Source: an optimization exercise on an open RTL-to-GDS flow (aim: small area). Production flows keep margins and buffers that such runs may drop.
At most, simulation tests tie the RTL to the original design; equivalence was not proved.
The flow treats the clock pin as an ideal source, which a real chip does not have.
Power figures rest on the tool's default switching activity, not on a simulated workload.

==> inputs of 06-28 <==
==> flow/design.v <==
module uart_baud (
  input  wire       clk, rst,
  input  wire [9:0] nL,           
  output wire [3:0] cnt,
  output wire       nedge
);
  reg [9:0] qn;
  reg [3:0] c;
  reg       c15;
  wire      tick = &qn;
  always @(posedge clk) begin
    if (rst | tick) qn <= nL;
    else            qn <= qn + 1'b1;
    if (rst)        c <= 4'd0;
    else if (tick)  c <= c + 1'b1;
    c15 <= &c;
  end
  assign cnt   = c;
  assign nedge = c15 & ~c[0];
endmodule
module UART_APB_Interface #(
  parameter N = 8
)(
  input  wire        PCLK, PRESETn, PSEL, PENABLE, PWRITE,
  input  wire [31:0] PADDR, PWDATA,
  output wire [31:0] PRDATA,
  output reg         PREADY,
  input  wire        rx,
  output wire        tx
);
  wire acc   = PSEL & PENABLE;                
  wire hi0   = ~|PADDR[31:3];
  wire a0    = hi0 & (PADDR[2:0] == 3'd0);
  wire a1    = hi0 & (PADDR[2:0] == 3'd1);
  wire a2    = hi0 & (PADDR[2:0] == 3'd2);
  wire a3    = hi0 & (PADDR[2:0] == 3'd3);
  wire a4    = hi0 & (PADDR[2:0] == 3'd4);
  wire wr    = acc & PWRITE;
  wire rd    = acc & ~PWRITE;
  reg  [31:0] n0, n2, n4;
  wire [31:0] nwd = ~(PWDATA & {32{PRESETn}});
  wire [31:0] nwd4 = ~{PWDATA[31:10] & {22{PRESETn}},
                       PWDATA[9:0] & {10{PRESETn}} | ({10{~PRESETn}} & 10'd650)};
  always @(posedge PCLK) begin
    if (~PRESETn | (wr & a0)) n0 <= nwd;
    if (~PRESETn | (wr & a2)) n2 <= nwd;
    if (~PRESETn | (wr & a4)) n4 <= nwd4;
  end
  wire [31:0] r0 = ~n0, r2 = ~n2, r4 = ~n4;
  reg        s0, s2, s4;
  reg  [7:0] cap;
  wire       rx_busy, tx_busy, rx_done, tx_done, rx_error;
  wire [7:0] rx_sr;
  always @(posedge PCLK, negedge PRESETn) begin
    if (~PRESETn) begin
      s0 <= 1'b0; s2 <= 1'b0; s4 <= 1'b0;
      cap <= 8'd0;
      PREADY <= 1'b0;
    end else begin
      s0 <= rd & a0;
      s2 <= rd & a2;
      s4 <= rd & a4;
      cap <= ({8{rd & a1}} & {3'b0, rx_busy, tx_busy, rx_done, tx_done, rx_error})
           | ({8{rd & a3}} & rx_sr);
      PREADY <= PREADY | acc;
    end
  end
  assign PRDATA = ({32{s0}} & r0) | ({32{s2}} & r2) | ({32{s4}} & r4) | {24'd0, cap};
  wire       rx_rst = r0[0], tx_rst = r0[1], rx_en = r0[2], tx_en = r0[3];
  wire [9:0] L = r4[9:0];
  reg        ti;
  reg  [9:0] ts;
  wire [3:0] tcnt;
  wire       tedge;
  wire       tz = ~|ts[9:1];
  wire       tstop = tz & ~ts[0];
  uart_baud tbaud (.clk(PCLK), .rst(ti), .nL(n4[9:0]), .cnt(tcnt), .nedge(tedge));
  always @(posedge PCLK, negedge PRESETn) begin
    if (~PRESETn)               ti <= 1'b1;
    else if (tx_rst | ~tx_en)   ti <= 1'b1;
    else if (ti)                ti <= 1'b0;
    else if (tstop & tedge)     ti <= 1'b1;
  end
  always @(posedge PCLK) begin
    if (ti)                     ts <= {1'b1, r2[7:0], 1'b0};
    else if (tedge | (tz & ts[0])) ts <= {1'b0, ts[9:1]};
  end
  assign tx      = ti | (ts[0] ^ tz);
  assign tx_busy = ~ti;
  assign tx_done = ~ti & tstop & tedge;
  localparam [3:0] R_D8 = 4'b0000, R_STOP = 4'b0001, R_IDLE = 4'b0010, R_START = 4'b0011,
                   R_D0 = 4'b1000;
  reg  [3:0] rm;
  reg  [7:0] rsr;
  wire [3:0] rcnt;
  wire       redge;
  wire       ridle  = (rm == R_IDLE);
  wire       rstart = (rm == R_START);
  wire       rdata  = rm[3];
  wire       rstop  = (rm == R_STOP);
  wire       rhalf  = (rcnt == 4'd8);
  uart_baud rbaud (.clk(PCLK), .rst(ridle | (rstart & rhalf)), .nL(n4[9:0]),
                   .cnt(rcnt), .nedge(redge));
  always @(posedge PCLK) begin
    if (~PRESETn | rx_rst | ~rx_en)              rm <= R_IDLE;
    else if (rstart)                             begin if (rhalf) rm <= R_D0; end
    else if ((rdata | rstop) ? redge : (rm == R_D8) | ~rx) rm <= rm + 1'b1;
  end
  always @(posedge PCLK, negedge PRESETn) begin
    if (~PRESETn)              rsr <= 8'd0;
    else if (rdata & redge)    rsr <= {rx, rsr[7:1]};
  end
  assign rx_sr    = rsr;
  assign rx_busy  = ~ridle;
  assign rx_done  = rstop & redge & rx;
  assign rx_error = rstop & redge & ~rx;
endmodule
==> flow/flow/run.sh <==
#!/bin/bash
# Standard ORFS layout (the standard.sh) with these changes:
#  - port buffers use the smallest buffer cell (buf_1) instead of the resizer's default pick
#  - CTS builds the tree from clkbuf_4 and inserts no dummy loads
#  - after CTS, leaf clock buffers whose flip-flops see a slow clock edge are upsized
#    (clkbuf_4 -> clkbuf_8), then the placement is legalised again
set -euo pipefail
VARS=("BUFFER_PORTS_ARGS=-buffer_cell sky130_fd_sc_hd__buf_1"
      "CTS_ARGS=-sink_clustering_enable -repair_clock_nets -buf_list sky130_fd_sc_hd__clkbuf_4 -dont_use_dummy_load")
bash standard.sh "${VARS[@]}" cts > make_cts.log 2>&1
RES=orfs/results/${FLOW_PLATFORM}/UART_APB_Interface/base
RES=$RES PLATFORM_DIR=$FLOW_HOME/platforms/${FLOW_PLATFORM} \
  openroad -no_init -exit flow/fix_cts.tcl > fix_cts.log 2>&1
bash standard.sh "${VARS[@]}" finish > make_finish.log 2>&1
==> flow/flow/fix_cts.tcl <==
# Upsize the clock buffers that drive flip-flop clock pins with a slow edge.
set res $::env(RES)
foreach lib [glob $::env(PLATFORM_DIR)/lib/sky130_fd_sc_hd__tt_025C_1v80.lib] { read_liberty $lib }
read_db $res/4_cts.odb
read_sdc $res/4_cts.sdc
source $::env(PLATFORM_DIR)/setRC.tcl
set limit 0.110
for {set iter 0} {$iter < 4} {incr iter} {
  estimate_parasitics -placement
  set drivers {}
  foreach pin [get_pins -hierarchical */CLK] {
    if {[get_property $pin slew_max] > $limit} {
      set net [get_nets -of_objects $pin]
      foreach dp [get_pins -of_objects $net -filter "direction == output"] {
        set inst [get_cells -of_objects $dp]
        set name [get_full_name $inst]
        if {[lsearch $drivers $name] < 0} { lappend drivers $name }
      }
    }
  }
  if {[llength $drivers] == 0} { break }
  set changed 0
  foreach name $drivers {
    set inst [get_cells $name]
    set m [get_property $inst ref_name]
    set to ""
    if {$m == "sky130_fd_sc_hd__clkbuf_4"} { set to sky130_fd_sc_hd__clkbuf_8 }
    if {$m == "sky130_fd_sc_hd__clkbuf_8"} { set to sky130_fd_sc_hd__clkbuf_16 }
    if {$to != ""} { replace_cell $inst $to; incr changed; puts "upsized $name $m -> $to" }
  }
  if {$changed == 0} { break }
}
estimate_parasitics -placement
set worst 0
foreach pin [get_pins -hierarchical */CLK] {
  set s [get_property $pin slew_max]
  if {$s > $worst} { set worst $s }
}
puts "worst flip-flop clock slew (placement estimate): $worst"
set_placement_padding -global -left 0 -right 0
detailed_placement
check_placement
write_db $res/4_cts.odb
==> flow/standard.sh <==
#!/bin/bash
# synth_recipe.tcl (not shown) runs the flow's synth.tcl, then flattens the netlist and writes it again
# the make line also repeats each setting of config.mk as NAME=value (left out here)
make -C /OpenROAD-flow-scripts/flow DESIGN_CONFIG=/design/flow/config.mk WORK_HOME=/design/flow/orfs CLKGATE_MAP_FILE= SYNTH_SCRIPT=/design/flow/synth_recipe.tcl "${@:-finish}"
==> flow/config.mk <==
export PLATFORM = sky130hd
export DESIGN_NAME = UART_APB_Interface
export DESIGN_NICKNAME = UART_APB_Interface
export VERILOG_FILES = /design/flow/design.v
export SDC_FILE = /design/flow/constraint.sdc
export NUM_CORES = 4
export LEC_CHECK = 0
export CAP_MARGIN = 0
export CORE_MARGIN = 2
export CORE_UTILIZATION = 80
export SLEW_MARGIN = 0
==> flow/constraint.sdc <==
create_clock -name core_clock -period 10.0 [get_ports {PCLK}]
set_input_delay 2.0000 -clock core_clock [delete_from_list [all_inputs] [get_ports {PCLK}]]
set_output_delay 2.0000 -clock core_clock [all_outputs]
set_load 0.01 [all_outputs]
==> 10-04: changes against 06-28 <==
--- a/flow/design.v
+++ b/flow/design.v
@@ -1,16 +1,16 @@
 module uart_baud (
   input  wire       clk, rst,
-  input  wire [9:0] nL,           
+  input  wire [9:0] L,
   output wire [3:0] cnt,
   output wire       nedge
 );
-  reg [9:0] qn;
+  reg [9:0] q;
   reg [3:0] c;
   reg       c15;
-  wire      tick = &qn;
+  wire      tick = ~|q;
   always @(posedge clk) begin
-    if (rst | tick) qn <= nL;
-    else            qn <= qn + 1'b1;
+    if (rst | tick) q <= L;
+    else            q <= q - 1'b1;
     if (rst)        c <= 4'd0;
     else if (tick)  c <= c + 1'b1;
     c15 <= &c;
@@ -37,16 +37,15 @@
   wire a4    = hi0 & (PADDR[2:0] == 3'd4);
   wire wr    = acc & PWRITE;
   wire rd    = acc & ~PWRITE;
-  reg  [31:0] n0, n2, n4;
-  wire [31:0] nwd = ~(PWDATA & {32{PRESETn}});
-  wire [31:0] nwd4 = ~{PWDATA[31:10] & {22{PRESETn}},
-                       PWDATA[9:0] & {10{PRESETn}} | ({10{~PRESETn}} & 10'd650)};
+  reg  [31:0] r0, r2, r4;
+  wire [31:0] wd = PWDATA & {32{PRESETn}};
+  wire [31:0] wd4 = {PWDATA[31:10] & {22{PRESETn}},
+                     PWDATA[9:0] & {10{PRESETn}} | ({10{~PRESETn}} & 10'd650)};
   always @(posedge PCLK) begin
-    if (~PRESETn | (wr & a0)) n0 <= nwd;
-    if (~PRESETn | (wr & a2)) n2 <= nwd;
-    if (~PRESETn | (wr & a4)) n4 <= nwd4;
+    if (~PRESETn | (wr & a0)) r0 <= wd;
+    if (~PRESETn | (wr & a2)) r2 <= wd;
+    if (~PRESETn | (wr & a4)) r4 <= wd4;
   end
-  wire [31:0] r0 = ~n0, r2 = ~n2, r4 = ~n4;
   reg        s0, s2, s4;
   reg  [7:0] cap;
   wire       rx_busy, tx_busy, rx_done, tx_done, rx_error;
@@ -74,7 +73,7 @@
   wire       tedge;
   wire       tz = ~|ts[9:1];
   wire       tstop = tz & ~ts[0];
-  uart_baud tbaud (.clk(PCLK), .rst(ti), .nL(n4[9:0]), .cnt(tcnt), .nedge(tedge));
+  uart_baud tbaud (.clk(PCLK), .rst(ti), .L(L), .cnt(tcnt), .nedge(tedge));
   always @(posedge PCLK, negedge PRESETn) begin
     if (~PRESETn)               ti <= 1'b1;
     else if (tx_rst | ~tx_en)   ti <= 1'b1;
@@ -99,7 +98,7 @@
   wire       rdata  = rm[3];
   wire       rstop  = (rm == R_STOP);
   wire       rhalf  = (rcnt == 4'd8);
-  uart_baud rbaud (.clk(PCLK), .rst(ridle | (rstart & rhalf)), .nL(n4[9:0]),
+  uart_baud rbaud (.clk(PCLK), .rst(ridle | (rstart & rhalf)), .L(L),
                    .cnt(rcnt), .nedge(redge));
   always @(posedge PCLK) begin
     if (~PRESETn | rx_rst | ~rx_en)              rm <= R_IDLE;
==> flow/flow/run.sh (replaced) <==
#!/bin/bash
# Standard ORFS layout (the standard.sh) with two changes:
#  - port buffers use the smallest buffer cell (buf_1) instead of the resizer's default pick
#  - CTS builds the tree from small clock buffers and inserts no dummy loads
set -euo pipefail
bash standard.sh \
  "BUFFER_PORTS_ARGS=-buffer_cell sky130_fd_sc_hd__buf_1" \
  "CTS_ARGS=-sink_clustering_enable -repair_clock_nets -buf_list {sky130_fd_sc_hd__clkbuf_4 sky130_fd_sc_hd__clkbuf_8} -dont_use_dummy_load" \
  finish > make_finish.log 2>&1
--- a/flow/config.mk
+++ b/flow/config.mk
@@ -5,7 +5,7 @@
 export SDC_FILE = /design/flow/constraint.sdc
 export NUM_CORES = 4
 export LEC_CHECK = 0
-export CAP_MARGIN = 0
+export CAP_MARGIN = 20
 export CORE_MARGIN = 2
-export CORE_UTILIZATION = 80
-export SLEW_MARGIN = 0
+export CORE_UTILIZATION = 65
+export SLEW_MARGIN = 20
removed: flow/flow/fix_cts.tcl
==> 12-26: changes against 06-28 <==
--- a/flow/flow/run.sh
+++ b/flow/flow/run.sh
@@ -1,11 +1,13 @@
 #!/bin/bash
 # Standard ORFS layout (the standard.sh) with these changes:
 #  - port buffers use the smallest buffer cell (buf_1) instead of the resizer's default pick
+#  - timing repair after global routing may downsize non-critical gates (RECOVER_POWER)
 #  - CTS builds the tree from clkbuf_4 and inserts no dummy loads
 #  - after CTS, leaf clock buffers whose flip-flops see a slow clock edge are upsized
 #    (clkbuf_4 -> clkbuf_8), then the placement is legalised again
 set -euo pipefail
 VARS=("BUFFER_PORTS_ARGS=-buffer_cell sky130_fd_sc_hd__buf_1"
+      "RECOVER_POWER=100"
       "CTS_ARGS=-sink_clustering_enable -repair_clock_nets -buf_list sky130_fd_sc_hd__clkbuf_4 -dont_use_dummy_load")
 bash standard.sh "${VARS[@]}" cts > make_cts.log 2>&1
 RES=orfs/results/${FLOW_PLATFORM}/UART_APB_Interface/base
==> notes <==
Of 10-04 and 12-26, 10-04 has the higher non-clock buffer count (gap 3).
Against 10-04, the global-route usage of 12-26 is higher by 8.7 points.
In sequential cell count, 10-04 and 06-28 do not differ.
In count of clock-buffer cells in the layout, 10-04 and 12-26 do not differ.
Against 10-04, the utilization of 12-26 is higher by 15 points.
Register-to-register slack: 10-04 > 06-28 > 12-26.
The highest routed wire length belongs to 12-26, the lowest to 10-04.
Die area: 10-04 is higher than 12-26 (about 24%).
12-26 ran to the end with violations: capacitance limit, slew limit. 10-04 finished clean. 06-28 completed with no timing, DRC or antenna violations.
Critical path depth, lowest first: 06-28, 12-26, 10-04.
In 12-26 the cell count is lower than in 10-04, by about 5%.
Hold slack: 06-28 is worse than 12-26 (1.6 ps).
==> figures <==
metric                                                                            10-04                          12-26                    06-28
Final routed wire length divided by cell count                                  18.0 um                        20.6 um                  20.6 um
Minimum setup slack after placement                                             5670 ps                        5760 ps                  5760 ps
Vias per Instance                                                                  6.01                           6.52                     6.53
Sum of met2 wire segment lengths after detailed routing                         7.05 mm                        7.72 mm                  7.75 mm
Total Routed Length                                                             13.7 mm                        15.0 mm                  14.9 mm
Via count                                                                          4595                           4730                     4736
Slew Limit Fails                                                                      0                            139                        0
Cell area after technology mapping                                        0.00676 sq mm                  0.00666 sq mm            0.00666 sq mm
Area share of the leading cell type in the synthesized netlist                    0.462                          0.469                    0.469
Instance area after placement                                             0.00729 sq mm                  0.00712 sq mm            0.00712 sq mm
R2R cell count                                                                        7                              4                        7
Metal1 wirelength                                                               5.74 mm                        5.56 mm                  5.34 mm
Result of the run                                               complete, no violations     complete, but fails checks  complete, no violations
Reasons for failing layout checks                                                     -  capacitance limit, slew limit                        -
Final standard cell utilization of the core                                       0.735                          0.888                    0.895
Total non-filler cell area in the finished layout                         0.00752 sq mm                  0.00722 sq mm            0.00728 sq mm
Layout inverter count without the clock tree                                         37                             21                       21
Worst Path Arrival                                                              2080 ps                        5690 ps                  2510 ps
Crit path setup slack, layout                                                   5920 ps                        4290 ps                  5490 ps
Buffers and inverters on the worst path                                               1                              4                        2
Combinational power share                                                         0.067                          0.072                    0.075
Proportion of cell area occupied by multi-input gates                             0.289                          0.289                    0.293
Vias in the first global route                                                     4460                           4510                     4510
Die extent in y                                                                  106 um                        95.3 um                  95.3 um
Function not checked in 10-04: the RTL went through the layout flow alone.

-- static timing again, ports no longer ideal --
The results above use ideal ports. As a check the final layouts listed here were re-extracted and re-timed, cells and wires unchanged. Step 1: set_driving_cell puts a clkbuf_16 on PCLK and a buf_2 on each other input, an assumption about the parent block. Step 2, shift: input delay + t, output delay - t, t = (earliest + latest rising clock arrival at the registers) / 2. This alone moves slack from input paths to output paths. Slacks: ideal / step 1 / step 2; pairs: ideal / step 1.
run	t (ns)	setup WS [ns]	slew at the worst register clock pin (ns)
06-28	0.571	5.492 / 5.458 / 5.729	0.11 / 0.11
10-04	0.469	5.918 / 5.882 / 5.644	0.08 / 0.08
12-26	0.570	4.293 / 4.302 / 3.733	0.11 / 0.11
For 12-26, which loses most, drivers alone change the setup slack by +0.009 ns; drivers and shift together by -0.560 ns.
